Background: an optimization exercise with open tools, aiming at small area and a short achievable clock period. Do not read the settings as production practice. The RTL of this run was laid out without a check of its function. Power is estimated from default activity; no workload was simulated.

### flow/config.mk
export PLATFORM = sky130hd
export DESIGN_NAME = pipeline_sum
export DESIGN_NICKNAME = pipeline_sum
export VERILOG_FILES = /design/flow/design.v
export SDC_FILE = /design/flow/constraint.sdc
export NUM_CORES = 4
export LEC_CHECK = 0
export ABC_AREA = 1
export CAP_MARGIN = 20
export CORE_MARGIN = 2
export CORE_UTILIZATION = 55
export SLEW_MARGIN = 20
### flow/constraint.sdc
create_clock -name core_clock -period 36.0 [get_ports {clk}]
set_input_delay 7.2000 -clock core_clock [delete_from_list [all_inputs] [get_ports {clk}]]
set_output_delay 7.2000 -clock core_clock [all_outputs]
set_load 0.01 [all_outputs]
### flow/design.v
module pipeline_sum (
    input clk,
    input [15:0] a, b,
    output [31:0] r
);
  wire [0:0] s0_r15_t = a[15:15];
  wire s0_r15_hz = ~(|b[15:1]);
  wire [1:0] s0_r15_bo;
  assign s0_r15_bo[0] = 1'b0;
  assign s0_r15_bo[1] = (s0_r15_t[0] ^ b[0]) ? b[0] : s0_r15_bo[0];
  wire s0_r15_q = s0_r15_hz & ~s0_r15_bo[1];
  wire [0:0] s0_r15_d;
  assign s0_r15_d[0] = s0_r15_t[0] ^ (s0_r15_q & (b[0] ^ s0_r15_bo[0]));
  wire [15:0] s0_r15_ra = {s0_r15_d, a[14:0]};
  wire [1:0] s0_r14_t = s0_r15_ra[15:14];
  wire s0_r14_hz = ~(|b[15:2]);
  wire [2:0] s0_r14_bo;
  assign s0_r14_bo[0] = 1'b0;
  assign s0_r14_bo[1] = (s0_r14_t[0] ^ b[0]) ? b[0] : s0_r14_bo[0];
  assign s0_r14_bo[2] = (s0_r14_t[1] ^ b[1]) ? b[1] : s0_r14_bo[1];
  wire s0_r14_q = s0_r14_hz & ~s0_r14_bo[2];
  wire [1:0] s0_r14_d;
  assign s0_r14_d[0] = s0_r14_t[0] ^ (s0_r14_q & (b[0] ^ s0_r14_bo[0]));
  assign s0_r14_d[1] = s0_r14_t[1] ^ (s0_r14_q & (b[1] ^ s0_r14_bo[1]));
  wire [15:0] s0_r14_ra = {s0_r14_d, s0_r15_ra[13:0]};
  wire [2:0] s0_r13_t = s0_r14_ra[15:13];
  wire s0_r13_hz = ~(|b[15:3]);
  wire [3:0] s0_r13_bo;
  assign s0_r13_bo[0] = 1'b0;
  assign s0_r13_bo[1] = (s0_r13_t[0] ^ b[0]) ? b[0] : s0_r13_bo[0];
  assign s0_r13_bo[2] = (s0_r13_t[1] ^ b[1]) ? b[1] : s0_r13_bo[1];
  assign s0_r13_bo[3] = (s0_r13_t[2] ^ b[2]) ? b[2] : s0_r13_bo[2];
  wire s0_r13_q = s0_r13_hz & ~s0_r13_bo[3];
  wire [2:0] s0_r13_d;
  assign s0_r13_d[0] = s0_r13_t[0] ^ (s0_r13_q & (b[0] ^ s0_r13_bo[0]));
  assign s0_r13_d[1] = s0_r13_t[1] ^ (s0_r13_q & (b[1] ^ s0_r13_bo[1]));
  assign s0_r13_d[2] = s0_r13_t[2] ^ (s0_r13_q & (b[2] ^ s0_r13_bo[2]));
  wire [15:0] s0_r13_ra = {s0_r13_d, s0_r14_ra[12:0]};
  reg [15:0] ra_c1;
  reg [15:0] bb_c1;
  reg [2:0] ah_c1;
  reg q15_c1;
  reg q14_c1;
  reg q13_c1;
  always_ff @(posedge clk) begin
    ra_c1 <= s0_r13_ra;
    bb_c1 <= b;
    ah_c1 <= a[15:13];
    q15_c1 <= s0_r15_q;
    q14_c1 <= s0_r14_q;
    q13_c1 <= s0_r13_q;
  end
  wire [3:0] s1_r12_t = ra_c1[15:12];
  wire s1_r12_hz = ~(|bb_c1[15:4]);
  wire [4:0] s1_r12_bo;
  assign s1_r12_bo[0] = 1'b0;
  assign s1_r12_bo[1] = (s1_r12_t[0] ^ bb_c1[0]) ? bb_c1[0] : s1_r12_bo[0];
  assign s1_r12_bo[2] = (s1_r12_t[1] ^ bb_c1[1]) ? bb_c1[1] : s1_r12_bo[1];
  assign s1_r12_bo[3] = (s1_r12_t[2] ^ bb_c1[2]) ? bb_c1[2] : s1_r12_bo[2];
  assign s1_r12_bo[4] = (s1_r12_t[3] ^ bb_c1[3]) ? bb_c1[3] : s1_r12_bo[3];
  wire s1_r12_q = s1_r12_hz & ~s1_r12_bo[4];
  wire [3:0] s1_r12_d;
  assign s1_r12_d[0] = s1_r12_t[0] ^ (s1_r12_q & (bb_c1[0] ^ s1_r12_bo[0]));
  assign s1_r12_d[1] = s1_r12_t[1] ^ (s1_r12_q & (bb_c1[1] ^ s1_r12_bo[1]));
  assign s1_r12_d[2] = s1_r12_t[2] ^ (s1_r12_q & (bb_c1[2] ^ s1_r12_bo[2]));
  assign s1_r12_d[3] = s1_r12_t[3] ^ (s1_r12_q & (bb_c1[3] ^ s1_r12_bo[3]));
  wire [15:0] s1_r12_ra = {s1_r12_d, ra_c1[11:0]};
  wire [4:0] s1_r11_t = s1_r12_ra[15:11];
  wire s1_r11_hz = ~(|bb_c1[15:5]);
  wire [5:0] s1_r11_bo;
  assign s1_r11_bo[0] = 1'b0;
  assign s1_r11_bo[1] = (s1_r11_t[0] ^ bb_c1[0]) ? bb_c1[0] : s1_r11_bo[0];
  assign s1_r11_bo[2] = (s1_r11_t[1] ^ bb_c1[1]) ? bb_c1[1] : s1_r11_bo[1];
  assign s1_r11_bo[3] = (s1_r11_t[2] ^ bb_c1[2]) ? bb_c1[2] : s1_r11_bo[2];
  assign s1_r11_bo[4] = (s1_r11_t[3] ^ bb_c1[3]) ? bb_c1[3] : s1_r11_bo[3];
  assign s1_r11_bo[5] = (s1_r11_t[4] ^ bb_c1[4]) ? bb_c1[4] : s1_r11_bo[4];
  wire s1_r11_q = s1_r11_hz & ~s1_r11_bo[5];
  wire [4:0] s1_r11_d;
  assign s1_r11_d[0] = s1_r11_t[0] ^ (s1_r11_q & (bb_c1[0] ^ s1_r11_bo[0]));
  assign s1_r11_d[1] = s1_r11_t[1] ^ (s1_r11_q & (bb_c1[1] ^ s1_r11_bo[1]));
  assign s1_r11_d[2] = s1_r11_t[2] ^ (s1_r11_q & (bb_c1[2] ^ s1_r11_bo[2]));
  assign s1_r11_d[3] = s1_r11_t[3] ^ (s1_r11_q & (bb_c1[3] ^ s1_r11_bo[3]));
  assign s1_r11_d[4] = s1_r11_t[4] ^ (s1_r11_q & (bb_c1[4] ^ s1_r11_bo[4]));
  wire [15:0] s1_r11_ra = {s1_r11_d, s1_r12_ra[10:0]};
  wire [5:0] s1_r10_t = s1_r11_ra[15:10];
  wire s1_r10_hz = ~(|bb_c1[15:6]);
  wire [6:0] s1_r10_bo;
  assign s1_r10_bo[0] = 1'b0;
  assign s1_r10_bo[1] = (s1_r10_t[0] ^ bb_c1[0]) ? bb_c1[0] : s1_r10_bo[0];
  assign s1_r10_bo[2] = (s1_r10_t[1] ^ bb_c1[1]) ? bb_c1[1] : s1_r10_bo[1];
  assign s1_r10_bo[3] = (s1_r10_t[2] ^ bb_c1[2]) ? bb_c1[2] : s1_r10_bo[2];
  assign s1_r10_bo[4] = (s1_r10_t[3] ^ bb_c1[3]) ? bb_c1[3] : s1_r10_bo[3];
  assign s1_r10_bo[5] = (s1_r10_t[4] ^ bb_c1[4]) ? bb_c1[4] : s1_r10_bo[4];
  assign s1_r10_bo[6] = (s1_r10_t[5] ^ bb_c1[5]) ? bb_c1[5] : s1_r10_bo[5];
  wire s1_r10_q = s1_r10_hz & ~s1_r10_bo[6];
  wire [5:0] s1_r10_d;
  assign s1_r10_d[0] = s1_r10_t[0] ^ (s1_r10_q & (bb_c1[0] ^ s1_r10_bo[0]));
  assign s1_r10_d[1] = s1_r10_t[1] ^ (s1_r10_q & (bb_c1[1] ^ s1_r10_bo[1]));
  assign s1_r10_d[2] = s1_r10_t[2] ^ (s1_r10_q & (bb_c1[2] ^ s1_r10_bo[2]));
  assign s1_r10_d[3] = s1_r10_t[3] ^ (s1_r10_q & (bb_c1[3] ^ s1_r10_bo[3]));
  assign s1_r10_d[4] = s1_r10_t[4] ^ (s1_r10_q & (bb_c1[4] ^ s1_r10_bo[4]));
  assign s1_r10_d[5] = s1_r10_t[5] ^ (s1_r10_q & (bb_c1[5] ^ s1_r10_bo[5]));
  wire [15:0] s1_r10_ra = {s1_r10_d, s1_r11_ra[9:0]};
  wire [6:0] s1_r9_t = s1_r10_ra[15:9];
  wire s1_r9_hz = ~(|bb_c1[15:7]);
  wire [7:0] s1_r9_bo;
  assign s1_r9_bo[0] = 1'b0;
  assign s1_r9_bo[1] = (s1_r9_t[0] ^ bb_c1[0]) ? bb_c1[0] : s1_r9_bo[0];
  assign s1_r9_bo[2] = (s1_r9_t[1] ^ bb_c1[1]) ? bb_c1[1] : s1_r9_bo[1];
  assign s1_r9_bo[3] = (s1_r9_t[2] ^ bb_c1[2]) ? bb_c1[2] : s1_r9_bo[2];
  assign s1_r9_bo[4] = (s1_r9_t[3] ^ bb_c1[3]) ? bb_c1[3] : s1_r9_bo[3];
  assign s1_r9_bo[5] = (s1_r9_t[4] ^ bb_c1[4]) ? bb_c1[4] : s1_r9_bo[4];
  assign s1_r9_bo[6] = (s1_r9_t[5] ^ bb_c1[5]) ? bb_c1[5] : s1_r9_bo[5];
  assign s1_r9_bo[7] = (s1_r9_t[6] ^ bb_c1[6]) ? bb_c1[6] : s1_r9_bo[6];
  wire s1_r9_q = s1_r9_hz & ~s1_r9_bo[7];
  wire [6:0] s1_r9_d;
  assign s1_r9_d[0] = s1_r9_t[0] ^ (s1_r9_q & (bb_c1[0] ^ s1_r9_bo[0]));
  assign s1_r9_d[1] = s1_r9_t[1] ^ (s1_r9_q & (bb_c1[1] ^ s1_r9_bo[1]));
  assign s1_r9_d[2] = s1_r9_t[2] ^ (s1_r9_q & (bb_c1[2] ^ s1_r9_bo[2]));
  assign s1_r9_d[3] = s1_r9_t[3] ^ (s1_r9_q & (bb_c1[3] ^ s1_r9_bo[3]));
  assign s1_r9_d[4] = s1_r9_t[4] ^ (s1_r9_q & (bb_c1[4] ^ s1_r9_bo[4]));
  assign s1_r9_d[5] = s1_r9_t[5] ^ (s1_r9_q & (bb_c1[5] ^ s1_r9_bo[5]));
  assign s1_r9_d[6] = s1_r9_t[6] ^ (s1_r9_q & (bb_c1[6] ^ s1_r9_bo[6]));
  wire [15:0] s1_r9_ra = {s1_r9_d, s1_r10_ra[8:0]};
  wire [7:0] s1_r8_t = s1_r9_ra[15:8];
  wire s1_r8_hz = ~(|bb_c1[15:8]);
  wire [8:0] s1_r8_bo;
  assign s1_r8_bo[0] = 1'b0;
  assign s1_r8_bo[1] = (s1_r8_t[0] ^ bb_c1[0]) ? bb_c1[0] : s1_r8_bo[0];
  assign s1_r8_bo[2] = (s1_r8_t[1] ^ bb_c1[1]) ? bb_c1[1] : s1_r8_bo[1];
  assign s1_r8_bo[3] = (s1_r8_t[2] ^ bb_c1[2]) ? bb_c1[2] : s1_r8_bo[2];
  assign s1_r8_bo[4] = (s1_r8_t[3] ^ bb_c1[3]) ? bb_c1[3] : s1_r8_bo[3];
  assign s1_r8_bo[5] = (s1_r8_t[4] ^ bb_c1[4]) ? bb_c1[4] : s1_r8_bo[4];
  assign s1_r8_bo[6] = (s1_r8_t[5] ^ bb_c1[5]) ? bb_c1[5] : s1_r8_bo[5];
  assign s1_r8_bo[7] = (s1_r8_t[6] ^ bb_c1[6]) ? bb_c1[6] : s1_r8_bo[6];
  assign s1_r8_bo[8] = (s1_r8_t[7] ^ bb_c1[7]) ? bb_c1[7] : s1_r8_bo[7];
  wire s1_r8_q = s1_r8_hz & ~s1_r8_bo[8];
  wire [7:0] s1_r8_d;
  assign s1_r8_d[0] = s1_r8_t[0] ^ (s1_r8_q & (bb_c1[0] ^ s1_r8_bo[0]));
  assign s1_r8_d[1] = s1_r8_t[1] ^ (s1_r8_q & (bb_c1[1] ^ s1_r8_bo[1]));
  assign s1_r8_d[2] = s1_r8_t[2] ^ (s1_r8_q & (bb_c1[2] ^ s1_r8_bo[2]));
  assign s1_r8_d[3] = s1_r8_t[3] ^ (s1_r8_q & (bb_c1[3] ^ s1_r8_bo[3]));
  assign s1_r8_d[4] = s1_r8_t[4] ^ (s1_r8_q & (bb_c1[4] ^ s1_r8_bo[4]));
  assign s1_r8_d[5] = s1_r8_t[5] ^ (s1_r8_q & (bb_c1[5] ^ s1_r8_bo[5]));
  assign s1_r8_d[6] = s1_r8_t[6] ^ (s1_r8_q & (bb_c1[6] ^ s1_r8_bo[6]));
  assign s1_r8_d[7] = s1_r8_t[7] ^ (s1_r8_q & (bb_c1[7] ^ s1_r8_bo[7]));
  wire [15:0] s1_r8_ra = {s1_r8_d, s1_r9_ra[7:0]};
  wire [8:0] s1_r7_t = s1_r8_ra[15:7];
  wire s1_r7_hz = ~(|bb_c1[15:9]);
  wire [9:0] s1_r7_bo;
  assign s1_r7_bo[0] = 1'b0;
  assign s1_r7_bo[1] = (s1_r7_t[0] ^ bb_c1[0]) ? bb_c1[0] : s1_r7_bo[0];
  assign s1_r7_bo[2] = (s1_r7_t[1] ^ bb_c1[1]) ? bb_c1[1] : s1_r7_bo[1];
  assign s1_r7_bo[3] = (s1_r7_t[2] ^ bb_c1[2]) ? bb_c1[2] : s1_r7_bo[2];
  assign s1_r7_bo[4] = (s1_r7_t[3] ^ bb_c1[3]) ? bb_c1[3] : s1_r7_bo[3];
  assign s1_r7_bo[5] = (s1_r7_t[4] ^ bb_c1[4]) ? bb_c1[4] : s1_r7_bo[4];
  assign s1_r7_bo[6] = (s1_r7_t[5] ^ bb_c1[5]) ? bb_c1[5] : s1_r7_bo[5];
  assign s1_r7_bo[7] = (s1_r7_t[6] ^ bb_c1[6]) ? bb_c1[6] : s1_r7_bo[6];
  assign s1_r7_bo[8] = (s1_r7_t[7] ^ bb_c1[7]) ? bb_c1[7] : s1_r7_bo[7];
  assign s1_r7_bo[9] = (s1_r7_t[8] ^ bb_c1[8]) ? bb_c1[8] : s1_r7_bo[8];
  wire s1_r7_q = s1_r7_hz & ~s1_r7_bo[9];
  wire [8:0] s1_r7_d;
  assign s1_r7_d[0] = s1_r7_t[0] ^ (s1_r7_q & (bb_c1[0] ^ s1_r7_bo[0]));
  assign s1_r7_d[1] = s1_r7_t[1] ^ (s1_r7_q & (bb_c1[1] ^ s1_r7_bo[1]));
  assign s1_r7_d[2] = s1_r7_t[2] ^ (s1_r7_q & (bb_c1[2] ^ s1_r7_bo[2]));
  assign s1_r7_d[3] = s1_r7_t[3] ^ (s1_r7_q & (bb_c1[3] ^ s1_r7_bo[3]));
  assign s1_r7_d[4] = s1_r7_t[4] ^ (s1_r7_q & (bb_c1[4] ^ s1_r7_bo[4]));
  assign s1_r7_d[5] = s1_r7_t[5] ^ (s1_r7_q & (bb_c1[5] ^ s1_r7_bo[5]));
  assign s1_r7_d[6] = s1_r7_t[6] ^ (s1_r7_q & (bb_c1[6] ^ s1_r7_bo[6]));
  assign s1_r7_d[7] = s1_r7_t[7] ^ (s1_r7_q & (bb_c1[7] ^ s1_r7_bo[7]));
  assign s1_r7_d[8] = s1_r7_t[8] ^ (s1_r7_q & (bb_c1[8] ^ s1_r7_bo[8]));
  wire [15:0] s1_r7_ra = {s1_r7_d, s1_r8_ra[6:0]};
  wire [9:0] s1_r6_t = s1_r7_ra[15:6];
  wire s1_r6_hz = ~(|bb_c1[15:10]);
  wire [10:0] s1_r6_bo;
  assign s1_r6_bo[0] = 1'b0;
  assign s1_r6_bo[1] = (s1_r6_t[0] ^ bb_c1[0]) ? bb_c1[0] : s1_r6_bo[0];
  assign s1_r6_bo[2] = (s1_r6_t[1] ^ bb_c1[1]) ? bb_c1[1] : s1_r6_bo[1];
  assign s1_r6_bo[3] = (s1_r6_t[2] ^ bb_c1[2]) ? bb_c1[2] : s1_r6_bo[2];
  assign s1_r6_bo[4] = (s1_r6_t[3] ^ bb_c1[3]) ? bb_c1[3] : s1_r6_bo[3];
  assign s1_r6_bo[5] = (s1_r6_t[4] ^ bb_c1[4]) ? bb_c1[4] : s1_r6_bo[4];
  assign s1_r6_bo[6] = (s1_r6_t[5] ^ bb_c1[5]) ? bb_c1[5] : s1_r6_bo[5];
  assign s1_r6_bo[7] = (s1_r6_t[6] ^ bb_c1[6]) ? bb_c1[6] : s1_r6_bo[6];
  assign s1_r6_bo[8] = (s1_r6_t[7] ^ bb_c1[7]) ? bb_c1[7] : s1_r6_bo[7];
  assign s1_r6_bo[9] = (s1_r6_t[8] ^ bb_c1[8]) ? bb_c1[8] : s1_r6_bo[8];
  assign s1_r6_bo[10] = (s1_r6_t[9] ^ bb_c1[9]) ? bb_c1[9] : s1_r6_bo[9];
  wire s1_r6_q = s1_r6_hz & ~s1_r6_bo[10];
  wire [9:0] s1_r6_d;
  assign s1_r6_d[0] = s1_r6_t[0] ^ (s1_r6_q & (bb_c1[0] ^ s1_r6_bo[0]));
  assign s1_r6_d[1] = s1_r6_t[1] ^ (s1_r6_q & (bb_c1[1] ^ s1_r6_bo[1]));
  assign s1_r6_d[2] = s1_r6_t[2] ^ (s1_r6_q & (bb_c1[2] ^ s1_r6_bo[2]));
  assign s1_r6_d[3] = s1_r6_t[3] ^ (s1_r6_q & (bb_c1[3] ^ s1_r6_bo[3]));
  assign s1_r6_d[4] = s1_r6_t[4] ^ (s1_r6_q & (bb_c1[4] ^ s1_r6_bo[4]));
  assign s1_r6_d[5] = s1_r6_t[5] ^ (s1_r6_q & (bb_c1[5] ^ s1_r6_bo[5]));
  assign s1_r6_d[6] = s1_r6_t[6] ^ (s1_r6_q & (bb_c1[6] ^ s1_r6_bo[6]));
  assign s1_r6_d[7] = s1_r6_t[7] ^ (s1_r6_q & (bb_c1[7] ^ s1_r6_bo[7]));
  assign s1_r6_d[8] = s1_r6_t[8] ^ (s1_r6_q & (bb_c1[8] ^ s1_r6_bo[8]));
  assign s1_r6_d[9] = s1_r6_t[9] ^ (s1_r6_q & (bb_c1[9] ^ s1_r6_bo[9]));
  wire [15:0] s1_r6_ra = {s1_r6_d, s1_r7_ra[5:0]};
  reg [15:0] ra_c2;
  reg [15:0] bb_c2;
  reg [9:0] ah_c2;
  reg q15_c2;
  reg q14_c2;
  reg q13_c2;
  reg q12_c2;
  reg q11_c2;
  reg q10_c2;
  reg q9_c2;
  reg q8_c2;
  reg q7_c2;
  reg q6_c2;
  always_ff @(posedge clk) begin
    ra_c2 <= s1_r6_ra;
    bb_c2 <= bb_c1;
    ah_c2 <= {ah_c1, ra_c1[12:6]};
    q15_c2 <= q15_c1;
    q14_c2 <= q14_c1;
    q13_c2 <= q13_c1;
    q12_c2 <= s1_r12_q;
    q11_c2 <= s1_r11_q;
    q10_c2 <= s1_r10_q;
    q9_c2 <= s1_r9_q;
    q8_c2 <= s1_r8_q;
    q7_c2 <= s1_r7_q;
    q6_c2 <= s1_r6_q;
  end
  wire [15:0] xa = {ah_c2, ra_c2[5:0]};
  wire [15:0] sh = (bb_c2[15:4] == 12'd0) ? (xa << bb_c2[3:0]) : 16'd0;
  wire [17:0] xs = {2'b0, xa | bb_c2} + {2'b0, xa ^ bb_c2} + {2'b0, sh};
  wire [17:0] ym2 = xs + {1'b0, 1'b0, q15_c2, q14_c2, q13_c2, q12_c2, q11_c2, q10_c2, q9_c2, q8_c2, q7_c2, q6_c2, 1'b0, 1'b0, 1'b0, 1'b0, 1'b0, 1'b0};
  wire [10:0] s2_r5_t = ra_c2[15:5];
  wire s2_r5_hz = ~(|bb_c2[15:11]);
  wire [11:0] s2_r5_bo;
  assign s2_r5_bo[0] = 1'b0;
  assign s2_r5_bo[1] = (s2_r5_t[0] ^ bb_c2[0]) ? bb_c2[0] : s2_r5_bo[0];
  assign s2_r5_bo[2] = (s2_r5_t[1] ^ bb_c2[1]) ? bb_c2[1] : s2_r5_bo[1];
  assign s2_r5_bo[3] = (s2_r5_t[2] ^ bb_c2[2]) ? bb_c2[2] : s2_r5_bo[2];
  assign s2_r5_bo[4] = (s2_r5_t[3] ^ bb_c2[3]) ? bb_c2[3] : s2_r5_bo[3];
  assign s2_r5_bo[5] = (s2_r5_t[4] ^ bb_c2[4]) ? bb_c2[4] : s2_r5_bo[4];
  assign s2_r5_bo[6] = (s2_r5_t[5] ^ bb_c2[5]) ? bb_c2[5] : s2_r5_bo[5];
  assign s2_r5_bo[7] = (s2_r5_t[6] ^ bb_c2[6]) ? bb_c2[6] : s2_r5_bo[6];
  assign s2_r5_bo[8] = (s2_r5_t[7] ^ bb_c2[7]) ? bb_c2[7] : s2_r5_bo[7];
  assign s2_r5_bo[9] = (s2_r5_t[8] ^ bb_c2[8]) ? bb_c2[8] : s2_r5_bo[8];
  assign s2_r5_bo[10] = (s2_r5_t[9] ^ bb_c2[9]) ? bb_c2[9] : s2_r5_bo[9];
  assign s2_r5_bo[11] = (s2_r5_t[10] ^ bb_c2[10]) ? bb_c2[10] : s2_r5_bo[10];
  wire s2_r5_q = s2_r5_hz & ~s2_r5_bo[11];
  wire [10:0] s2_r5_d;
  assign s2_r5_d[0] = s2_r5_t[0] ^ (s2_r5_q & (bb_c2[0] ^ s2_r5_bo[0]));
  assign s2_r5_d[1] = s2_r5_t[1] ^ (s2_r5_q & (bb_c2[1] ^ s2_r5_bo[1]));
  assign s2_r5_d[2] = s2_r5_t[2] ^ (s2_r5_q & (bb_c2[2] ^ s2_r5_bo[2]));
  assign s2_r5_d[3] = s2_r5_t[3] ^ (s2_r5_q & (bb_c2[3] ^ s2_r5_bo[3]));
  assign s2_r5_d[4] = s2_r5_t[4] ^ (s2_r5_q & (bb_c2[4] ^ s2_r5_bo[4]));
  assign s2_r5_d[5] = s2_r5_t[5] ^ (s2_r5_q & (bb_c2[5] ^ s2_r5_bo[5]));
  assign s2_r5_d[6] = s2_r5_t[6] ^ (s2_r5_q & (bb_c2[6] ^ s2_r5_bo[6]));
  assign s2_r5_d[7] = s2_r5_t[7] ^ (s2_r5_q & (bb_c2[7] ^ s2_r5_bo[7]));
  assign s2_r5_d[8] = s2_r5_t[8] ^ (s2_r5_q & (bb_c2[8] ^ s2_r5_bo[8]));
  assign s2_r5_d[9] = s2_r5_t[9] ^ (s2_r5_q & (bb_c2[9] ^ s2_r5_bo[9]));
  assign s2_r5_d[10] = s2_r5_t[10] ^ (s2_r5_q & (bb_c2[10] ^ s2_r5_bo[10]));
  wire [15:0] s2_r5_ra = {s2_r5_d, ra_c2[4:0]};
  wire [11:0] s2_r4_t = s2_r5_ra[15:4];
  wire s2_r4_hz = ~(|bb_c2[15:12]);
  wire [12:0] s2_r4_bo;
  assign s2_r4_bo[0] = 1'b0;
  assign s2_r4_bo[1] = (s2_r4_t[0] ^ bb_c2[0]) ? bb_c2[0] : s2_r4_bo[0];
  assign s2_r4_bo[2] = (s2_r4_t[1] ^ bb_c2[1]) ? bb_c2[1] : s2_r4_bo[1];
  assign s2_r4_bo[3] = (s2_r4_t[2] ^ bb_c2[2]) ? bb_c2[2] : s2_r4_bo[2];
  assign s2_r4_bo[4] = (s2_r4_t[3] ^ bb_c2[3]) ? bb_c2[3] : s2_r4_bo[3];
  assign s2_r4_bo[5] = (s2_r4_t[4] ^ bb_c2[4]) ? bb_c2[4] : s2_r4_bo[4];
  assign s2_r4_bo[6] = (s2_r4_t[5] ^ bb_c2[5]) ? bb_c2[5] : s2_r4_bo[5];
  assign s2_r4_bo[7] = (s2_r4_t[6] ^ bb_c2[6]) ? bb_c2[6] : s2_r4_bo[6];
  assign s2_r4_bo[8] = (s2_r4_t[7] ^ bb_c2[7]) ? bb_c2[7] : s2_r4_bo[7];
  assign s2_r4_bo[9] = (s2_r4_t[8] ^ bb_c2[8]) ? bb_c2[8] : s2_r4_bo[8];
  assign s2_r4_bo[10] = (s2_r4_t[9] ^ bb_c2[9]) ? bb_c2[9] : s2_r4_bo[9];
  assign s2_r4_bo[11] = (s2_r4_t[10] ^ bb_c2[10]) ? bb_c2[10] : s2_r4_bo[10];
  assign s2_r4_bo[12] = (s2_r4_t[11] ^ bb_c2[11]) ? bb_c2[11] : s2_r4_bo[11];
  wire [12:6] s2_r4_s_gu;
  assign s2_r4_s_gu[6] = 1'b0;
  assign s2_r4_s_gu[7] = (s2_r4_t[6] ^ bb_c2[6]) ? bb_c2[6] : s2_r4_s_gu[6];
  assign s2_r4_s_gu[8] = (s2_r4_t[7] ^ bb_c2[7]) ? bb_c2[7] : s2_r4_s_gu[7];
  assign s2_r4_s_gu[9] = (s2_r4_t[8] ^ bb_c2[8]) ? bb_c2[8] : s2_r4_s_gu[8];
  assign s2_r4_s_gu[10] = (s2_r4_t[9] ^ bb_c2[9]) ? bb_c2[9] : s2_r4_s_gu[9];
  assign s2_r4_s_gu[11] = (s2_r4_t[10] ^ bb_c2[10]) ? bb_c2[10] : s2_r4_s_gu[10];
  assign s2_r4_s_gu[12] = (s2_r4_t[11] ^ bb_c2[11]) ? bb_c2[11] : s2_r4_s_gu[11];
  wire s2_r4_s_pu = ~(|(s2_r4_t[11:6] ^ {bb_c2[11], bb_c2[10], bb_c2[9], bb_c2[8], bb_c2[7], bb_c2[6]}));
  wire s2_r4_bf = s2_r4_s_gu[12] | (s2_r4_s_pu & s2_r4_bo[6]);
  wire s2_r4_q = s2_r4_hz & ~s2_r4_bf;
  wire [11:0] s2_r4_d;
  assign s2_r4_d[0] = s2_r4_t[0] ^ (s2_r4_q & (bb_c2[0] ^ s2_r4_bo[0]));
  assign s2_r4_d[1] = s2_r4_t[1] ^ (s2_r4_q & (bb_c2[1] ^ s2_r4_bo[1]));
  assign s2_r4_d[2] = s2_r4_t[2] ^ (s2_r4_q & (bb_c2[2] ^ s2_r4_bo[2]));
  assign s2_r4_d[3] = s2_r4_t[3] ^ (s2_r4_q & (bb_c2[3] ^ s2_r4_bo[3]));
  assign s2_r4_d[4] = s2_r4_t[4] ^ (s2_r4_q & (bb_c2[4] ^ s2_r4_bo[4]));
  assign s2_r4_d[5] = s2_r4_t[5] ^ (s2_r4_q & (bb_c2[5] ^ s2_r4_bo[5]));
  assign s2_r4_d[6] = s2_r4_t[6] ^ (s2_r4_q & (bb_c2[6] ^ s2_r4_bo[6]));
  assign s2_r4_d[7] = s2_r4_t[7] ^ (s2_r4_q & (bb_c2[7] ^ s2_r4_bo[7]));
  assign s2_r4_d[8] = s2_r4_t[8] ^ (s2_r4_q & (bb_c2[8] ^ s2_r4_bo[8]));
  assign s2_r4_d[9] = s2_r4_t[9] ^ (s2_r4_q & (bb_c2[9] ^ s2_r4_bo[9]));
  assign s2_r4_d[10] = s2_r4_t[10] ^ (s2_r4_q & (bb_c2[10] ^ s2_r4_bo[10]));
  assign s2_r4_d[11] = s2_r4_t[11] ^ (s2_r4_q & (bb_c2[11] ^ s2_r4_bo[11]));
  wire [15:0] s2_r4_ra = {s2_r4_d, s2_r5_ra[3:0]};
  wire [12:0] s2_r3_t = s2_r4_ra[15:3];
  wire s2_r3_hz = ~(|bb_c2[15:13]);
  wire [13:0] s2_r3_bo;
  assign s2_r3_bo[0] = 1'b0;
  assign s2_r3_bo[1] = (s2_r3_t[0] ^ bb_c2[0]) ? bb_c2[0] : s2_r3_bo[0];
  assign s2_r3_bo[2] = (s2_r3_t[1] ^ bb_c2[1]) ? bb_c2[1] : s2_r3_bo[1];
  assign s2_r3_bo[3] = (s2_r3_t[2] ^ bb_c2[2]) ? bb_c2[2] : s2_r3_bo[2];
  assign s2_r3_bo[4] = (s2_r3_t[3] ^ bb_c2[3]) ? bb_c2[3] : s2_r3_bo[3];
  assign s2_r3_bo[5] = (s2_r3_t[4] ^ bb_c2[4]) ? bb_c2[4] : s2_r3_bo[4];
  assign s2_r3_bo[6] = (s2_r3_t[5] ^ bb_c2[5]) ? bb_c2[5] : s2_r3_bo[5];
  assign s2_r3_bo[7] = (s2_r3_t[6] ^ bb_c2[6]) ? bb_c2[6] : s2_r3_bo[6];
  assign s2_r3_bo[8] = (s2_r3_t[7] ^ bb_c2[7]) ? bb_c2[7] : s2_r3_bo[7];
  assign s2_r3_bo[9] = (s2_r3_t[8] ^ bb_c2[8]) ? bb_c2[8] : s2_r3_bo[8];
  assign s2_r3_bo[10] = (s2_r3_t[9] ^ bb_c2[9]) ? bb_c2[9] : s2_r3_bo[9];
  assign s2_r3_bo[11] = (s2_r3_t[10] ^ bb_c2[10]) ? bb_c2[10] : s2_r3_bo[10];
  assign s2_r3_bo[12] = (s2_r3_t[11] ^ bb_c2[11]) ? bb_c2[11] : s2_r3_bo[11];
  assign s2_r3_bo[13] = (s2_r3_t[12] ^ bb_c2[12]) ? bb_c2[12] : s2_r3_bo[12];
  wire [13:6] s2_r3_s_gu;
  assign s2_r3_s_gu[6] = 1'b0;
  assign s2_r3_s_gu[7] = (s2_r3_t[6] ^ bb_c2[6]) ? bb_c2[6] : s2_r3_s_gu[6];
  assign s2_r3_s_gu[8] = (s2_r3_t[7] ^ bb_c2[7]) ? bb_c2[7] : s2_r3_s_gu[7];
  assign s2_r3_s_gu[9] = (s2_r3_t[8] ^ bb_c2[8]) ? bb_c2[8] : s2_r3_s_gu[8];
  assign s2_r3_s_gu[10] = (s2_r3_t[9] ^ bb_c2[9]) ? bb_c2[9] : s2_r3_s_gu[9];
  assign s2_r3_s_gu[11] = (s2_r3_t[10] ^ bb_c2[10]) ? bb_c2[10] : s2_r3_s_gu[10];
  assign s2_r3_s_gu[12] = (s2_r3_t[11] ^ bb_c2[11]) ? bb_c2[11] : s2_r3_s_gu[11];
  assign s2_r3_s_gu[13] = (s2_r3_t[12] ^ bb_c2[12]) ? bb_c2[12] : s2_r3_s_gu[12];
  wire s2_r3_s_pu = ~(|(s2_r3_t[12:6] ^ {bb_c2[12], bb_c2[11], bb_c2[10], bb_c2[9], bb_c2[8], bb_c2[7], bb_c2[6]}));
  wire s2_r3_bf = s2_r3_s_gu[13] | (s2_r3_s_pu & s2_r3_bo[6]);
  wire s2_r3_q = s2_r3_hz & ~s2_r3_bf;
  wire [12:0] s2_r3_d;
  assign s2_r3_d[0] = s2_r3_t[0] ^ (s2_r3_q & (bb_c2[0] ^ s2_r3_bo[0]));
  assign s2_r3_d[1] = s2_r3_t[1] ^ (s2_r3_q & (bb_c2[1] ^ s2_r3_bo[1]));
  assign s2_r3_d[2] = s2_r3_t[2] ^ (s2_r3_q & (bb_c2[2] ^ s2_r3_bo[2]));
  assign s2_r3_d[3] = s2_r3_t[3] ^ (s2_r3_q & (bb_c2[3] ^ s2_r3_bo[3]));
  assign s2_r3_d[4] = s2_r3_t[4] ^ (s2_r3_q & (bb_c2[4] ^ s2_r3_bo[4]));
  assign s2_r3_d[5] = s2_r3_t[5] ^ (s2_r3_q & (bb_c2[5] ^ s2_r3_bo[5]));
  assign s2_r3_d[6] = s2_r3_t[6] ^ (s2_r3_q & (bb_c2[6] ^ s2_r3_bo[6]));
  assign s2_r3_d[7] = s2_r3_t[7] ^ (s2_r3_q & (bb_c2[7] ^ s2_r3_bo[7]));
  assign s2_r3_d[8] = s2_r3_t[8] ^ (s2_r3_q & (bb_c2[8] ^ s2_r3_bo[8]));
  assign s2_r3_d[9] = s2_r3_t[9] ^ (s2_r3_q & (bb_c2[9] ^ s2_r3_bo[9]));
  assign s2_r3_d[10] = s2_r3_t[10] ^ (s2_r3_q & (bb_c2[10] ^ s2_r3_bo[10]));
  assign s2_r3_d[11] = s2_r3_t[11] ^ (s2_r3_q & (bb_c2[11] ^ s2_r3_bo[11]));
  assign s2_r3_d[12] = s2_r3_t[12] ^ (s2_r3_q & (bb_c2[12] ^ s2_r3_bo[12]));
  wire [15:0] s2_r3_ra = {s2_r3_d, s2_r4_ra[2:0]};
  wire [13:0] s2_r2_t = s2_r3_ra[15:2];
  wire s2_r2_hz = ~(|bb_c2[15:14]);
  wire [14:0] s2_r2_bo;
  assign s2_r2_bo[0] = 1'b0;
  assign s2_r2_bo[1] = (s2_r2_t[0] ^ bb_c2[0]) ? bb_c2[0] : s2_r2_bo[0];
  assign s2_r2_bo[2] = (s2_r2_t[1] ^ bb_c2[1]) ? bb_c2[1] : s2_r2_bo[1];
  assign s2_r2_bo[3] = (s2_r2_t[2] ^ bb_c2[2]) ? bb_c2[2] : s2_r2_bo[2];
  assign s2_r2_bo[4] = (s2_r2_t[3] ^ bb_c2[3]) ? bb_c2[3] : s2_r2_bo[3];
  assign s2_r2_bo[5] = (s2_r2_t[4] ^ bb_c2[4]) ? bb_c2[4] : s2_r2_bo[4];
  assign s2_r2_bo[6] = (s2_r2_t[5] ^ bb_c2[5]) ? bb_c2[5] : s2_r2_bo[5];
  assign s2_r2_bo[7] = (s2_r2_t[6] ^ bb_c2[6]) ? bb_c2[6] : s2_r2_bo[6];
  assign s2_r2_bo[8] = (s2_r2_t[7] ^ bb_c2[7]) ? bb_c2[7] : s2_r2_bo[7];
  assign s2_r2_bo[9] = (s2_r2_t[8] ^ bb_c2[8]) ? bb_c2[8] : s2_r2_bo[8];
  assign s2_r2_bo[10] = (s2_r2_t[9] ^ bb_c2[9]) ? bb_c2[9] : s2_r2_bo[9];
  assign s2_r2_bo[11] = (s2_r2_t[10] ^ bb_c2[10]) ? bb_c2[10] : s2_r2_bo[10];
  assign s2_r2_bo[12] = (s2_r2_t[11] ^ bb_c2[11]) ? bb_c2[11] : s2_r2_bo[11];
  assign s2_r2_bo[13] = (s2_r2_t[12] ^ bb_c2[12]) ? bb_c2[12] : s2_r2_bo[12];
  assign s2_r2_bo[14] = (s2_r2_t[13] ^ bb_c2[13]) ? bb_c2[13] : s2_r2_bo[13];
  wire [14:7] s2_r2_s_gu;
  assign s2_r2_s_gu[7] = 1'b0;
  assign s2_r2_s_gu[8] = (s2_r2_t[7] ^ bb_c2[7]) ? bb_c2[7] : s2_r2_s_gu[7];
  assign s2_r2_s_gu[9] = (s2_r2_t[8] ^ bb_c2[8]) ? bb_c2[8] : s2_r2_s_gu[8];
  assign s2_r2_s_gu[10] = (s2_r2_t[9] ^ bb_c2[9]) ? bb_c2[9] : s2_r2_s_gu[9];
  assign s2_r2_s_gu[11] = (s2_r2_t[10] ^ bb_c2[10]) ? bb_c2[10] : s2_r2_s_gu[10];
  assign s2_r2_s_gu[12] = (s2_r2_t[11] ^ bb_c2[11]) ? bb_c2[11] : s2_r2_s_gu[11];
  assign s2_r2_s_gu[13] = (s2_r2_t[12] ^ bb_c2[12]) ? bb_c2[12] : s2_r2_s_gu[12];
  assign s2_r2_s_gu[14] = (s2_r2_t[13] ^ bb_c2[13]) ? bb_c2[13] : s2_r2_s_gu[13];
  wire s2_r2_s_pu = ~(|(s2_r2_t[13:7] ^ {bb_c2[13], bb_c2[12], bb_c2[11], bb_c2[10], bb_c2[9], bb_c2[8], bb_c2[7]}));
  wire s2_r2_bf = s2_r2_s_gu[14] | (s2_r2_s_pu & s2_r2_bo[7]);
  wire s2_r2_q = s2_r2_hz & ~s2_r2_bf;
  wire [13:0] s2_r2_d;
  assign s2_r2_d[0] = s2_r2_t[0] ^ (s2_r2_q & (bb_c2[0] ^ s2_r2_bo[0]));
  assign s2_r2_d[1] = s2_r2_t[1] ^ (s2_r2_q & (bb_c2[1] ^ s2_r2_bo[1]));
  assign s2_r2_d[2] = s2_r2_t[2] ^ (s2_r2_q & (bb_c2[2] ^ s2_r2_bo[2]));
  assign s2_r2_d[3] = s2_r2_t[3] ^ (s2_r2_q & (bb_c2[3] ^ s2_r2_bo[3]));
  assign s2_r2_d[4] = s2_r2_t[4] ^ (s2_r2_q & (bb_c2[4] ^ s2_r2_bo[4]));
  assign s2_r2_d[5] = s2_r2_t[5] ^ (s2_r2_q & (bb_c2[5] ^ s2_r2_bo[5]));
  assign s2_r2_d[6] = s2_r2_t[6] ^ (s2_r2_q & (bb_c2[6] ^ s2_r2_bo[6]));
  assign s2_r2_d[7] = s2_r2_t[7] ^ (s2_r2_q & (bb_c2[7] ^ s2_r2_bo[7]));
  assign s2_r2_d[8] = s2_r2_t[8] ^ (s2_r2_q & (bb_c2[8] ^ s2_r2_bo[8]));
  assign s2_r2_d[9] = s2_r2_t[9] ^ (s2_r2_q & (bb_c2[9] ^ s2_r2_bo[9]));
  assign s2_r2_d[10] = s2_r2_t[10] ^ (s2_r2_q & (bb_c2[10] ^ s2_r2_bo[10]));
  assign s2_r2_d[11] = s2_r2_t[11] ^ (s2_r2_q & (bb_c2[11] ^ s2_r2_bo[11]));
  assign s2_r2_d[12] = s2_r2_t[12] ^ (s2_r2_q & (bb_c2[12] ^ s2_r2_bo[12]));
  assign s2_r2_d[13] = s2_r2_t[13] ^ (s2_r2_q & (bb_c2[13] ^ s2_r2_bo[13]));
  wire [15:0] s2_r2_ra = {s2_r2_d, s2_r3_ra[1:0]};
  wire [15:0] s2_x4_t = s2_r2_ra;
  wire [17:0] s2_x4_b1 = {2'b0, bb_c2};
  wire [17:0] s2_x4_b2 = {1'b0, bb_c2, 1'b0};
  wire [17:0] s2_x4_b3 = s2_x4_b1 + s2_x4_b2;
  wire [16:0] s2_x4_c1;
  assign s2_x4_c1[0] = 1'b0;
  assign s2_x4_c1[1] = (s2_x4_t[0] ^ s2_x4_b1[0]) ? s2_x4_b1[0] : s2_x4_c1[0];
  assign s2_x4_c1[2] = (s2_x4_t[1] ^ s2_x4_b1[1]) ? s2_x4_b1[1] : s2_x4_c1[1];
  assign s2_x4_c1[3] = (s2_x4_t[2] ^ s2_x4_b1[2]) ? s2_x4_b1[2] : s2_x4_c1[2];
  assign s2_x4_c1[4] = (s2_x4_t[3] ^ s2_x4_b1[3]) ? s2_x4_b1[3] : s2_x4_c1[3];
  assign s2_x4_c1[5] = (s2_x4_t[4] ^ s2_x4_b1[4]) ? s2_x4_b1[4] : s2_x4_c1[4];
  assign s2_x4_c1[6] = (s2_x4_t[5] ^ s2_x4_b1[5]) ? s2_x4_b1[5] : s2_x4_c1[5];
  assign s2_x4_c1[7] = (s2_x4_t[6] ^ s2_x4_b1[6]) ? s2_x4_b1[6] : s2_x4_c1[6];
  assign s2_x4_c1[8] = (s2_x4_t[7] ^ s2_x4_b1[7]) ? s2_x4_b1[7] : s2_x4_c1[7];
  assign s2_x4_c1[9] = (s2_x4_t[8] ^ s2_x4_b1[8]) ? s2_x4_b1[8] : s2_x4_c1[8];
  assign s2_x4_c1[10] = (s2_x4_t[9] ^ s2_x4_b1[9]) ? s2_x4_b1[9] : s2_x4_c1[9];
  assign s2_x4_c1[11] = (s2_x4_t[10] ^ s2_x4_b1[10]) ? s2_x4_b1[10] : s2_x4_c1[10];
  assign s2_x4_c1[12] = (s2_x4_t[11] ^ s2_x4_b1[11]) ? s2_x4_b1[11] : s2_x4_c1[11];
  assign s2_x4_c1[13] = (s2_x4_t[12] ^ s2_x4_b1[12]) ? s2_x4_b1[12] : s2_x4_c1[12];
  assign s2_x4_c1[14] = (s2_x4_t[13] ^ s2_x4_b1[13]) ? s2_x4_b1[13] : s2_x4_c1[13];
  assign s2_x4_c1[15] = (s2_x4_t[14] ^ s2_x4_b1[14]) ? s2_x4_b1[14] : s2_x4_c1[14];
  assign s2_x4_c1[16] = (s2_x4_t[15] ^ s2_x4_b1[15]) ? s2_x4_b1[15] : s2_x4_c1[15];
  wire [16:8] s2_x4_k1_gu;
  assign s2_x4_k1_gu[8] = 1'b0;
  assign s2_x4_k1_gu[9] = (s2_x4_t[8] ^ s2_x4_b1[8]) ? s2_x4_b1[8] : s2_x4_k1_gu[8];
  assign s2_x4_k1_gu[10] = (s2_x4_t[9] ^ s2_x4_b1[9]) ? s2_x4_b1[9] : s2_x4_k1_gu[9];
  assign s2_x4_k1_gu[11] = (s2_x4_t[10] ^ s2_x4_b1[10]) ? s2_x4_b1[10] : s2_x4_k1_gu[10];
  assign s2_x4_k1_gu[12] = (s2_x4_t[11] ^ s2_x4_b1[11]) ? s2_x4_b1[11] : s2_x4_k1_gu[11];
  assign s2_x4_k1_gu[13] = (s2_x4_t[12] ^ s2_x4_b1[12]) ? s2_x4_b1[12] : s2_x4_k1_gu[12];
  assign s2_x4_k1_gu[14] = (s2_x4_t[13] ^ s2_x4_b1[13]) ? s2_x4_b1[13] : s2_x4_k1_gu[13];
  assign s2_x4_k1_gu[15] = (s2_x4_t[14] ^ s2_x4_b1[14]) ? s2_x4_b1[14] : s2_x4_k1_gu[14];
  assign s2_x4_k1_gu[16] = (s2_x4_t[15] ^ s2_x4_b1[15]) ? s2_x4_b1[15] : s2_x4_k1_gu[15];
  wire s2_x4_k1_pu = ~(|(s2_x4_t[15:8] ^ {s2_x4_b1[15], s2_x4_b1[14], s2_x4_b1[13], s2_x4_b1[12], s2_x4_b1[11], s2_x4_b1[10], s2_x4_b1[9], s2_x4_b1[8]}));
  wire s2_x4_ge1 = ~(|s2_x4_b1[17:16]) & ~(s2_x4_k1_gu[16] | (s2_x4_k1_pu & s2_x4_c1[8]));
  wire [16:0] s2_x4_c2;
  assign s2_x4_c2[0] = 1'b0;
  assign s2_x4_c2[1] = (s2_x4_t[0] ^ s2_x4_b2[0]) ? s2_x4_b2[0] : s2_x4_c2[0];
  assign s2_x4_c2[2] = (s2_x4_t[1] ^ s2_x4_b2[1]) ? s2_x4_b2[1] : s2_x4_c2[1];
  assign s2_x4_c2[3] = (s2_x4_t[2] ^ s2_x4_b2[2]) ? s2_x4_b2[2] : s2_x4_c2[2];
  assign s2_x4_c2[4] = (s2_x4_t[3] ^ s2_x4_b2[3]) ? s2_x4_b2[3] : s2_x4_c2[3];
  assign s2_x4_c2[5] = (s2_x4_t[4] ^ s2_x4_b2[4]) ? s2_x4_b2[4] : s2_x4_c2[4];
  assign s2_x4_c2[6] = (s2_x4_t[5] ^ s2_x4_b2[5]) ? s2_x4_b2[5] : s2_x4_c2[5];
  assign s2_x4_c2[7] = (s2_x4_t[6] ^ s2_x4_b2[6]) ? s2_x4_b2[6] : s2_x4_c2[6];
  assign s2_x4_c2[8] = (s2_x4_t[7] ^ s2_x4_b2[7]) ? s2_x4_b2[7] : s2_x4_c2[7];
  assign s2_x4_c2[9] = (s2_x4_t[8] ^ s2_x4_b2[8]) ? s2_x4_b2[8] : s2_x4_c2[8];
  assign s2_x4_c2[10] = (s2_x4_t[9] ^ s2_x4_b2[9]) ? s2_x4_b2[9] : s2_x4_c2[9];
  assign s2_x4_c2[11] = (s2_x4_t[10] ^ s2_x4_b2[10]) ? s2_x4_b2[10] : s2_x4_c2[10];
  assign s2_x4_c2[12] = (s2_x4_t[11] ^ s2_x4_b2[11]) ? s2_x4_b2[11] : s2_x4_c2[11];
  assign s2_x4_c2[13] = (s2_x4_t[12] ^ s2_x4_b2[12]) ? s2_x4_b2[12] : s2_x4_c2[12];
  assign s2_x4_c2[14] = (s2_x4_t[13] ^ s2_x4_b2[13]) ? s2_x4_b2[13] : s2_x4_c2[13];
  assign s2_x4_c2[15] = (s2_x4_t[14] ^ s2_x4_b2[14]) ? s2_x4_b2[14] : s2_x4_c2[14];
  assign s2_x4_c2[16] = (s2_x4_t[15] ^ s2_x4_b2[15]) ? s2_x4_b2[15] : s2_x4_c2[15];
  wire [16:8] s2_x4_k2_gu;
  assign s2_x4_k2_gu[8] = 1'b0;
  assign s2_x4_k2_gu[9] = (s2_x4_t[8] ^ s2_x4_b2[8]) ? s2_x4_b2[8] : s2_x4_k2_gu[8];
  assign s2_x4_k2_gu[10] = (s2_x4_t[9] ^ s2_x4_b2[9]) ? s2_x4_b2[9] : s2_x4_k2_gu[9];
  assign s2_x4_k2_gu[11] = (s2_x4_t[10] ^ s2_x4_b2[10]) ? s2_x4_b2[10] : s2_x4_k2_gu[10];
  assign s2_x4_k2_gu[12] = (s2_x4_t[11] ^ s2_x4_b2[11]) ? s2_x4_b2[11] : s2_x4_k2_gu[11];
  assign s2_x4_k2_gu[13] = (s2_x4_t[12] ^ s2_x4_b2[12]) ? s2_x4_b2[12] : s2_x4_k2_gu[12];
  assign s2_x4_k2_gu[14] = (s2_x4_t[13] ^ s2_x4_b2[13]) ? s2_x4_b2[13] : s2_x4_k2_gu[13];
  assign s2_x4_k2_gu[15] = (s2_x4_t[14] ^ s2_x4_b2[14]) ? s2_x4_b2[14] : s2_x4_k2_gu[14];
  assign s2_x4_k2_gu[16] = (s2_x4_t[15] ^ s2_x4_b2[15]) ? s2_x4_b2[15] : s2_x4_k2_gu[15];
  wire s2_x4_k2_pu = ~(|(s2_x4_t[15:8] ^ {s2_x4_b2[15], s2_x4_b2[14], s2_x4_b2[13], s2_x4_b2[12], s2_x4_b2[11], s2_x4_b2[10], s2_x4_b2[9], s2_x4_b2[8]}));
  wire s2_x4_ge2 = ~(|s2_x4_b2[17:16]) & ~(s2_x4_k2_gu[16] | (s2_x4_k2_pu & s2_x4_c2[8]));
  wire [16:0] s2_x4_c3;
  assign s2_x4_c3[0] = 1'b0;
  assign s2_x4_c3[1] = (s2_x4_t[0] ^ s2_x4_b3[0]) ? s2_x4_b3[0] : s2_x4_c3[0];
  assign s2_x4_c3[2] = (s2_x4_t[1] ^ s2_x4_b3[1]) ? s2_x4_b3[1] : s2_x4_c3[1];
  assign s2_x4_c3[3] = (s2_x4_t[2] ^ s2_x4_b3[2]) ? s2_x4_b3[2] : s2_x4_c3[2];
  assign s2_x4_c3[4] = (s2_x4_t[3] ^ s2_x4_b3[3]) ? s2_x4_b3[3] : s2_x4_c3[3];
  assign s2_x4_c3[5] = (s2_x4_t[4] ^ s2_x4_b3[4]) ? s2_x4_b3[4] : s2_x4_c3[4];
  assign s2_x4_c3[6] = (s2_x4_t[5] ^ s2_x4_b3[5]) ? s2_x4_b3[5] : s2_x4_c3[5];
  assign s2_x4_c3[7] = (s2_x4_t[6] ^ s2_x4_b3[6]) ? s2_x4_b3[6] : s2_x4_c3[6];
  assign s2_x4_c3[8] = (s2_x4_t[7] ^ s2_x4_b3[7]) ? s2_x4_b3[7] : s2_x4_c3[7];
  assign s2_x4_c3[9] = (s2_x4_t[8] ^ s2_x4_b3[8]) ? s2_x4_b3[8] : s2_x4_c3[8];
  assign s2_x4_c3[10] = (s2_x4_t[9] ^ s2_x4_b3[9]) ? s2_x4_b3[9] : s2_x4_c3[9];
  assign s2_x4_c3[11] = (s2_x4_t[10] ^ s2_x4_b3[10]) ? s2_x4_b3[10] : s2_x4_c3[10];
  assign s2_x4_c3[12] = (s2_x4_t[11] ^ s2_x4_b3[11]) ? s2_x4_b3[11] : s2_x4_c3[11];
  assign s2_x4_c3[13] = (s2_x4_t[12] ^ s2_x4_b3[12]) ? s2_x4_b3[12] : s2_x4_c3[12];
  assign s2_x4_c3[14] = (s2_x4_t[13] ^ s2_x4_b3[13]) ? s2_x4_b3[13] : s2_x4_c3[13];
  assign s2_x4_c3[15] = (s2_x4_t[14] ^ s2_x4_b3[14]) ? s2_x4_b3[14] : s2_x4_c3[14];
  assign s2_x4_c3[16] = (s2_x4_t[15] ^ s2_x4_b3[15]) ? s2_x4_b3[15] : s2_x4_c3[15];
  wire [16:8] s2_x4_k3_gu;
  assign s2_x4_k3_gu[8] = 1'b0;
  assign s2_x4_k3_gu[9] = (s2_x4_t[8] ^ s2_x4_b3[8]) ? s2_x4_b3[8] : s2_x4_k3_gu[8];
  assign s2_x4_k3_gu[10] = (s2_x4_t[9] ^ s2_x4_b3[9]) ? s2_x4_b3[9] : s2_x4_k3_gu[9];
  assign s2_x4_k3_gu[11] = (s2_x4_t[10] ^ s2_x4_b3[10]) ? s2_x4_b3[10] : s2_x4_k3_gu[10];
  assign s2_x4_k3_gu[12] = (s2_x4_t[11] ^ s2_x4_b3[11]) ? s2_x4_b3[11] : s2_x4_k3_gu[11];
  assign s2_x4_k3_gu[13] = (s2_x4_t[12] ^ s2_x4_b3[12]) ? s2_x4_b3[12] : s2_x4_k3_gu[12];
  assign s2_x4_k3_gu[14] = (s2_x4_t[13] ^ s2_x4_b3[13]) ? s2_x4_b3[13] : s2_x4_k3_gu[13];
  assign s2_x4_k3_gu[15] = (s2_x4_t[14] ^ s2_x4_b3[14]) ? s2_x4_b3[14] : s2_x4_k3_gu[14];
  assign s2_x4_k3_gu[16] = (s2_x4_t[15] ^ s2_x4_b3[15]) ? s2_x4_b3[15] : s2_x4_k3_gu[15];
  wire s2_x4_k3_pu = ~(|(s2_x4_t[15:8] ^ {s2_x4_b3[15], s2_x4_b3[14], s2_x4_b3[13], s2_x4_b3[12], s2_x4_b3[11], s2_x4_b3[10], s2_x4_b3[9], s2_x4_b3[8]}));
  wire s2_x4_ge3 = ~(|s2_x4_b3[17:16]) & ~(s2_x4_k3_gu[16] | (s2_x4_k3_pu & s2_x4_c3[8]));
  wire s2_x4_q1 = s2_x4_ge2;
  wire s2_x4_q0 = s2_x4_q1 ? s2_x4_ge3 : s2_x4_ge1;
  wire [6:0] ml = {1'b0, ym2[5:0]} + {1'b0, s2_r5_q, s2_r4_q, s2_r3_q, s2_r2_q, 1'b0, 1'b0};
  wire lc1 = ml[0] & s2_x4_q0;
  wire lc2 = (ml[1] & s2_x4_q1) | ((ml[1] | s2_x4_q1) & lc1);
  wire [6:0] lo7;
  assign lo7[0] = ml[0] ^ s2_x4_q0;
  assign lo7[1] = ml[1] ^ s2_x4_q1 ^ lc1;
  assign lo7[2] = ml[2] ^ (lc2 & (1'b1));
  assign lo7[3] = ml[3] ^ (lc2 & (&ml[2:2]));
  assign lo7[4] = ml[4] ^ (lc2 & (&ml[3:2]));
  assign lo7[5] = ml[5] ^ (lc2 & (&ml[4:2]));
  assign lo7[6] = ml[6] ^ (lc2 & (&ml[5:2]));
  wire [11:0] h0 = ym2[17:6];
  reg [6:0] lo_c3;
  reg [11:0] hi_c3;
  always_ff @(posedge clk) begin
    lo_c3 <= lo7;
    hi_c3 <= h0;
  end
  wire [11:0] hs = hi_c3 + {11'd0, lo_c3[6]};
  assign r = {14'd0, hs, lo_c3[5:0]};
endmodule
### flow/flow/run.sh
#!/bin/bash
set -euo pipefail
MARGIN=25.5
bash standard.sh SETUP_SLACK_MARGIN=$MARGIN SETUP_MOVE_SEQUENCE=sizeup,swap SKIP_GATE_CLONING=1 \
  "BUFFER_PORTS_ARGS=-buffer_cell sky130_fd_sc_hd__buf_1" finish > make_finish.log 2>&1
### flow/standard.sh
#!/bin/bash
# synth_recipe.tcl (not shown) runs the flow's synth.tcl, then flattens the netlist and writes it again
# the make line also repeats each setting of config.mk as NAME=value (left out here)
make -C /OpenROAD-flow-scripts/flow DESIGN_CONFIG=/design/flow/config.mk WORK_HOME=/design/flow/orfs CLKGATE_MAP_FILE= SYNTH_SCRIPT=/design/flow/synth_recipe.tcl "${@:-finish}"
==> impl_metrics.yaml <==
hold_path:
  hold_path.class: "reg -> reg"
  min_delay_path_depth: 0
clock_tree:
  clock_latency_ps: 360
  clkSinkCount: 109
  cts.path.max_buffers: 2
  cts-htree-levels: 3
  cts_hold_buf: 0
  numCtsBuffers: 9
  clkTransAtPathRegs_ps: 80
  cts-root-buf: "clkbuf_16"
  cts_tree: "done"
yosys:
  syn_area_um2: 12000
  synth_edf_count: 0
  netlist.top_cell.by_area: "dfxtp_1"
  synth_ff_type: "dfxtp_1"
  ys_warn_count: 1
  yosysSeqAreaShare_pct: 18.1
  ys_types: 61
  ys_ff_latch: 109
  synth_common_cells: "nand2_1 (548), inv_1 (238), nand3_1 (202)"
  synth_most_common_cell: "nand2_1"
  synth_top_area_share_pct: 18.1
  ys_async_sr_fraction_pct: 0
  synth_area_leaders: "dfxtp_1 (18%), nand2_1 (17%), nand3_1 (8.4%), ha_1 (8.0%), inv_1 (7.4%)"
  syn_area_per_cell_um2: 6.53
  syn_inst: 1844
power:
  power_frac_seq_pct: 33.2
  peakVddDrop_uv: 29.5
  p_clk_share_pct: 23.9
  leakage_nw: 6.62
  finalPower_w: 0.000448
  swShare_pct: 41.4
  pwr-share-comb_pct: 42.9
  p_int_w: 0.000263
  switchingPower_w: 0.000186
  p_per_area_nw_per_um2: 34.6
sta:
  slew_violations: 0
  max_slew_margin_pct: 40.0
  finalSetupViolCount: 0
  rsz0062_at_grt: "yes"
  setup_tns_ps: 0
  fmax_mhz: 101
  tightest_slew_ps: 896
  hold_viol: 0
  fin_skew_ps: 10.9
  finalHoldWorstSlack_ps: 327
  fin_crit_sh_pct: 27.4
  worst_slack_ps: 26140
  fin_crit_ps: 9860
routing:
  drt-pass1-iter-count: 5
  viasPerCell: 5.25
  drcViolationCount: 0
  detail_route.wl_per_cell_um: 14.5
  dr_total_vias: 11300
  first_iter_violations: 656
  drt-total-wl_um: 31200
  antenna_left: 0
worst_setup_path:
  crit_required_ps: 36230
  timing.critical_path.mode_cell: "nand2_1"
  cp_max_fo: 19
  cp_top_family: "simple AND/OR/NAND/NOR gates"
  worstSetupStartpointType: "flip-flop"
  cp_slowest_cell: "dfxtp_1"
  worst_r2r_path_depth: 77
  endpoint_kind: "flip-flop"
  critPathBufInv: 9
  worstPathArrival_ps: 10090
  cp.depth: 77
  critPathKind: "reg -> reg"
  slowest_delay_ps: 720
layout:
  nets: 2007
  post-route-cell-area_um2: 12900
  antenna_cells_inserted: 0
  seqCellArea_um2: 2180
  drive_gt1_share_pct: 12.2
  fillers: 2150
  multi_input_area_um2: 8770
  area_growth_pct: 7.59
die:
  io_pins: 65
  dieArea_um2: 23100
  chipWidth_um: 152
  initial_core_util_pct: 55.7
  rows: 54
  die_h_um: 152
  core_area_um2: 21600
placement:
  postPlaceCellArea_um2: 12300
  post-place-ws_ps: 25680
  routabilityCongestion: 0.939
  dp_hpwl_um: 25100
  io_buffers: 50
global_route:
  grt_first_pass_wirelength_um: 51100
  grtUsageTotal_pct: 26.7
  grt_pass1_vias: 10400
  grt_overflow: 0
  grt_max_degree: 29
  antenna_found_initial: 0
job:
  drv_cap: 0
outcome:
  outcome: "finished clean"
per-stage QoR:
| step | util (%) | instances |
|---|---|---|
| floorplan | - | 1857 |
| detailed placement | 56.8 | 2137 |
| global placement | 56.8 | 2137 |
| global route | 59.9 | 2153 |
| CTS | 58.2 | 2153 |
| finish | 59.9 | 2153 |
placed cells by master (no fill, tap or decap), types with 5 or more instances in the layout:
cell and n:
nand2_1 536, inv_1 236, nand3_1 192, dfxtp_1 108, nor2_1 83, xor2_1 80, ha_1 71, nand2_2 66
o21ai_0 62, buf_1 50, a21oi_1 44, nand4_1 41, fa_1 28, nand3_2 26, inv_2 22, xnor2_1 17
nand3b_1 15, nor2_2 14, o21ai_1 14, or2_2 14, conb_1 14, xor2_2 12, clkinv_1 9, clkbuf_16 9
o21bai_1 8, nand3_4 6, nand2_4 5, or2_1 5, xnor3_1 5, nor3_1 5
area by class of cell:
type / count / share of cell area (%)
Timing Repair Buffer: 55 / 1.87
Clock inverter: 6 / 0.686
Tap cell: 280 / 2.71
Clock buffer: 10 / 1.77
Inverter: 274 / 8.38
Multi-Input combinational cell: 1419 / 67.7
Sequential cell: 109 / 16.9
sequential cells by signal, summed over array words and instances, names as in the netlist, 3 cells and up:
| name | flops |
|---|---|
| lo_c3 | 7 |
| bb_c2 | 16 |
| bb_c1 | 16 |
| ah_c2 | 10 |
| ah_c1 | 3 |
| ra_c1 | 16 |
| ra_c2 | 16 |
| hi_c3 | 12 |
path summary, 6_finish.rpt:
kind                 start  endpoint  slack, ps
setup / recovery  bb_c2[3]  lo_c3[5]      26140
hold / removal    ah_c1[0]  ah_c2[7]        330
setup reg to reg  bb_c2[3]  lo_c3[5]      26140
hold reg to reg   ah_c1[0]  ah_c2[7]        330
metal layers:
metal,global-route usage (%),up-vias,routed length (um)
li1,-,5858,-
met1,33.6,5210,14100
met2,48.6,193,15500
met3,2.68,37,949
met4,7.08,0,711
met5,0,-,0
timing repair:
action                                  CTS  global route
resized for setup                         0            76
buffers inserted                          0             0
endpoints found under the hold margin     0             0
endpoints found under the setup margin    0             7
power groups by stage:
stage | sequential (W) | combinational (W) | clock (W)
after floorplan | 0.000146 | 0.000152 | 0
after global routing | 0.000151 | 0.000219 | 0.000115
after global placement | 0.000151 | 0.000183 | 0
after detailed placement | 0.000151 | 0.000185 | 0
after CTS | 0.000148 | 0.000186 | 0.000110
final | 0.000149 | 0.000192 | 0.000107
kinds of logic after synthesis:
group                    after synthesis  share of synthesized area, %
buffers and inverters                329                          11.9
other                                  1                        0.0312
adder cells (fa/ha/maj)              107                          12.9
AND/OR/NAND/NOR                     1022                          39.4
multiplexers                           2                         0.166
AO/OA/AOI/OAI                        154                          7.41
flip-flops                           109                          18.1
XOR/XNOR                             120                          10.1
worst reg2reg max path, delay by kind of cell (launching register included):
kind / cells / cell delay, ps
adder cells (fa/ha/maj): 5 / 1330
buffers and inverters: 9 / 1150
XOR/XNOR: 4 / 730
AO/OA/AOI/OAI: 7 / 830
flip-flops: 1 / 720
AND/OR/NAND/NOR: 52 / 4970

separate check: timing with driven ports:
The results above use ideal ports. As a check the final layout listed here was re-extracted and re-timed, cells and wires unchanged. Step 1 (the two cells are an assumption about what drives the block):
set clk [get_ports {clk}]
set_driving_cell -lib_cell sky130_fd_sc_hd__clkbuf_16 $clk
set_driving_cell -lib_cell sky130_fd_sc_hd__buf_2 [delete_from_list [all_inputs] $clk]
Step 2 moves the port delays by t, midway between the first and last clock arrival at a register: inputs arrive t later, outputs are due t later. That takes back most of the time a late clock gives input paths. Slacks: no drivers / after step 1 / after step 2; pairs: no drivers / after step 1.
shift t [ns]: 0.402
setup WS [ns]: 26.141 / 26.141 / 26.078
worst hold slack (ns): 0.327 / 0.327 / 0.327
latest minus earliest clock arrival (ns): 0.011 / 0.011
cell pins on the clock port's net: 1
After both steps this run still meets setup and hold. The setup slack of this run moves by 0.000 ns with the drivers and by -0.063 ns with both steps.
